This is an optimization exercise on Yosys and OpenROAD, whose aim is small area and a short achievable clock period, not a production implementation. Only simulation tests tie the RTL to the original design; equivalence was not proved. No activity file was given, so power comes from the tool's default toggle rates.

## job 8685
// MIPS
module MIPS(
	input clk, clear,
	input [15:0] instr,
	output reg [3:0] PC,
	output [15:0] R1, R2, R3
	);
==> flow/config.mk <==
export PLATFORM = sky130hd
export DESIGN_NAME = MIPS
export DESIGN_NICKNAME = MIPS
export VERILOG_FILES = /design/flow/design.v
export SDC_FILE = /design/flow/constraint.sdc
export NUM_CORES = 4
export LEC_CHECK = 0
export CAP_MARGIN = 20
export CORE_MARGIN = 2
export CORE_UTILIZATION = 65
export CTS_BUF_LIST = sky130_fd_sc_hd__clkbuf_8
export CTS_CLUSTER_DIAMETER = 50
export CTS_CLUSTER_SIZE = 16
export GPL_ROUTABILITY_DRIVEN = 0
export PLACE_DENSITY = 0.85
export SETUP_SLACK_MARGIN = 4
export SLEW_MARGIN = 20
export SYNTH_HIERARCHICAL = 1
export SYNTH_MINIMUM_KEEP_SIZE = 0
==> flow/constraint.sdc <==
create_clock -name core_clock -period 9.0 [get_ports {clk}]
set_input_delay 1.8000 -clock core_clock [delete_from_list [all_inputs] [get_ports {clk}]]
set_output_delay 1.8000 -clock core_clock [all_outputs]
set_load 0.01 [all_outputs]
standard.sh (not shown) runs the stock make flow with config.mk's settings and CLKGATE_MAP_FILE= SYNTH_SCRIPT=/design/flow/synth_recipe.tcl, a recipe that flattens the netlist after the stock synthesis.
==> flow/flow/run.sh <==
#!/bin/bash
# Layout flow: the standard ORFS flow (standard.sh, unchanged synthesis),
# with the port buffers made from sky130_fd_sc_hd__buf_1 (resized later where timing needs it) instead of the
# buffer ORFS picks by default (a delay cell). Every input and output port
# still gets its own buffer. The whole make output goes to standard_flow.log.
set -euo pipefail
bash standard.sh "BUFFER_PORTS_ARGS=-buffer_cell sky130_fd_sc_hd__buf_1" finish > standard_flow.log 2>&1
The inputs of job 9185 differ from those of job 8685 as listed below.
# job 8685
export LEC_CHECK = 0
export CAP_MARGIN = 20
export CORE_MARGIN = 2
export CORE_UTILIZATION = 65
export CTS_BUF_LIST = sky130_fd_sc_hd__clkbuf_8
export CTS_CLUSTER_DIAMETER = 50
export CTS_CLUSTER_SIZE = 16
export GPL_ROUTABILITY_DRIVEN = 0
export PLACE_DENSITY = 0.85
export SETUP_SLACK_MARGIN = 4
export SLEW_MARGIN = 20
export SYNTH_HIERARCHICAL = 1
export SYNTH_MINIMUM_KEEP_SIZE = 0
create_clock -name core_clock -period 9.0 [get_ports {clk}]
# job 9185
export LEC_CHECK = 0
export CAP_MARGIN = 20
export CORE_MARGIN = 2
export CORE_UTILIZATION = 65
export CTS_BUF_LIST = sky130_fd_sc_hd__clkbuf_8
export CTS_CLUSTER_DIAMETER = 50
export CTS_CLUSTER_SIZE = 16
export SETUP_SLACK_MARGIN = 4.15
export SLEW_MARGIN = 20
export SYNTH_HIERARCHICAL = 1
export SYNTH_MINIMUM_KEEP_SIZE = 0
create_clock -name core_clock -period 9.0 [get_ports {clk}]
--- outcome ---
The final layout from job 9185, which completed every stage, passed the timing, DRC and antenna checks at the end of the flow. Clock-buffer cell count of job 9185 falls short of that of job 8685 by a few percent. Job 9185: number of nets in the final layout is 62 higher than what job 8685 reported. Worst hold margin ended up 0.0065 ns higher on job 9185 than on job 8685. Going from job 8685 to job 9185, area added between synthesis and finish grows by 4.2 points.
#### Input delta (job 2732 over job 9185)
# job 9185
export LEC_CHECK = 0
export CAP_MARGIN = 20
export CORE_MARGIN = 2
export CORE_UTILIZATION = 65
export CTS_BUF_LIST = sky130_fd_sc_hd__clkbuf_8
export CTS_CLUSTER_DIAMETER = 50
export CTS_CLUSTER_SIZE = 16
export SETUP_SLACK_MARGIN = 4.15
export SLEW_MARGIN = 20
export SYNTH_HIERARCHICAL = 1
export SYNTH_MINIMUM_KEEP_SIZE = 0
create_clock -name core_clock -period 9.0 [get_ports {clk}]
# job 2732
export LEC_CHECK = 0
export CAP_MARGIN = 20
export CORE_MARGIN = 2
export CORE_UTILIZATION = 70
export CTS_BUF_LIST = sky130_fd_sc_hd__clkbuf_8
export CTS_CLUSTER_DIAMETER = 50
export CTS_CLUSTER_SIZE = 16
export SETUP_SLACK_MARGIN = 4
export SLEW_MARGIN = 20
export SYNTH_HIERARCHICAL = 1
export SYNTH_MINIMUM_KEEP_SIZE = 0
create_clock -name core_clock -period 9.0 [get_ports {clk}]
Results
Job 2732 completed every stage of the flow, and the final layout passed the timing, DRC and antenna checks. Changes observed in job 2732 relative to job 9185: clock latency at the later pin of the worst-skew pair shrank by 0.02 ns; vias per cell up 2.2%; design area went down about 2.5%; wire length reported by the detailed router dropped 3.2%; net switching power of the design shows a reduction of 3.2%. Between job 9185 and job 2732, peak supply drop is lower for job 9185, job 2732 comes in above that. Fmax ends up higher on job 9185. Going from job 9185 to job 2732, number of placed instances, taps included -0.70%, number of buffers created by CTS shows a reduction of 1, clock network fraction of design power climbed 0.5 points.
diff inputs: job 2732 => job 305
# job 2732
export LEC_CHECK = 0
export CAP_MARGIN = 20
export CORE_MARGIN = 2
export CORE_UTILIZATION = 70
export CTS_BUF_LIST = sky130_fd_sc_hd__clkbuf_8
export CTS_CLUSTER_DIAMETER = 50
export CTS_CLUSTER_SIZE = 16
export SETUP_SLACK_MARGIN = 4
export SLEW_MARGIN = 20
export SYNTH_HIERARCHICAL = 1
export SYNTH_MINIMUM_KEEP_SIZE = 0
create_clock -name core_clock -period 9.0 [get_ports {clk}]
# job 305
export LEC_CHECK = 0
export CAP_MARGIN = 20
export CORE_MARGIN = 2
export CORE_UTILIZATION = 65
export CTS_BUF_LIST = sky130_fd_sc_hd__clkbuf_8
export CTS_CLUSTER_DIAMETER = 50
export CTS_CLUSTER_SIZE = 16
export GPL_ROUTABILITY_DRIVEN = 0
export PLACE_DENSITY = 0.75
export SETUP_SLACK_MARGIN = 4
export SLEW_MARGIN = 20
export SYNTH_HIERARCHICAL = 1
export SYNTH_MINIMUM_KEEP_SIZE = 0
create_clock -name core_clock -period 9.0 [get_ports {clk}]
--- outcome ---
In the flow results for job 305 and job 2732, the first-pass iteration count of the detailed router is larger on job 305. Of job 305 and job 2732, job 305 shows the higher net switching share of the total power, with job 2732 below it. When job 305 is measured against job 2732, its met3 track utilization from global routing turns out 0.34 points higher. Going from job 2732 to job 305, initial antenna violation count increased by 2 relative to the old numbers; critical path depth in cells decreased by 2 relative to the old numbers. Against job 2732 as the reference, job 305 delivers a higher cell area. Worst setup slack for job 305 is lower than for job 2732. Job 305 against job 2732: total overflow reported by the global router level; fraction of the core area covered by cells at the end of the flow went down 4.9 points; clock skew about even; routed wire length rose 1.5%.
> inputs changed (job 305 -> job 3407)
# job 305
export LEC_CHECK = 0
export CAP_MARGIN = 20
export CORE_MARGIN = 2
export CORE_UTILIZATION = 65
export CTS_BUF_LIST = sky130_fd_sc_hd__clkbuf_8
export CTS_CLUSTER_DIAMETER = 50
export CTS_CLUSTER_SIZE = 16
export GPL_ROUTABILITY_DRIVEN = 0
export PLACE_DENSITY = 0.75
export SETUP_SLACK_MARGIN = 4
export SLEW_MARGIN = 20
export SYNTH_HIERARCHICAL = 1
export SYNTH_MINIMUM_KEEP_SIZE = 0
create_clock -name core_clock -period 9.0 [get_ports {clk}]
# job 3407
export LEC_CHECK = 0
export CAP_MARGIN = 20
export CORE_MARGIN = 2
export CORE_UTILIZATION = 65
export CTS_BUF_LIST = sky130_fd_sc_hd__clkbuf_16
export CTS_CLUSTER_DIAMETER = 60
export CTS_CLUSTER_SIZE = 24
export GPL_ROUTABILITY_DRIVEN = 0
export SETUP_SLACK_MARGIN = 4
export SLEW_MARGIN = 20
export SYNTH_HIERARCHICAL = 1
export SYNTH_MINIMUM_KEEP_SIZE = 0
create_clock -name core_clock -period 9.0 [get_ports {clk}]
### Flow results
- The met1 global-route usage on job 3407 is in line with that on job 305.
- Per the comparison of job 3407 with job 305, final area went up, non-clock buffer count went up, wire length on met2 went up, final critical-path share of the clock period did not really move.
- Comparing job 305 against job 3407, there is no change at all in total clock sinks.
- On power after layout: job 3407 sits above job 305.
- Setup slack: job 3407 more than job 305
- The area added between synthesis and finish of job 3407 is higher than that of job 305.
- Cell area after placement essentially unchanged between job 3407 and job 305.

afterwards: timing with drivers on the ports:
In the flow no input, the clock included, has a driving cell. The finished layouts below were timed again as built, in two steps.
Step 1 assumes that a clkbuf_16 drives the clock port and a buf_2 every other input.
Step 2 moves the port delays by t, midway between the first and last clock arrival at a register: inputs arrive t later, outputs are due t later. That takes back most of the time a late clock gives input paths.
Three values: ideal ports, drivers, drivers and shift; two values: the first two.
run | t (ns) | setup slack, ns | worst slew at a driven data input, ns | pins driven straight from the clock port
job 8685 | 0.645 | 3.913 / 3.936 / 3.291 | 0.05 | 1
job 9185 | 0.672 | 4.124 / 4.137 / 3.464 | 0.06 | 1
job 2732 | 0.646 | 3.990 / 4.009 / 3.363 | 0.07 | 1
job 305 | 0.676 | 3.950 / 3.976 / 3.300 | 0.08 | 1
job 3407 | 0.601 | 3.961 / 3.936 / 3.335 | 0.09 | 1
After both steps every run listed still meets setup and hold. For job 9185, which loses most, drivers alone change the setup slack by +0.013 ns; drivers and shift together by -0.660 ns.
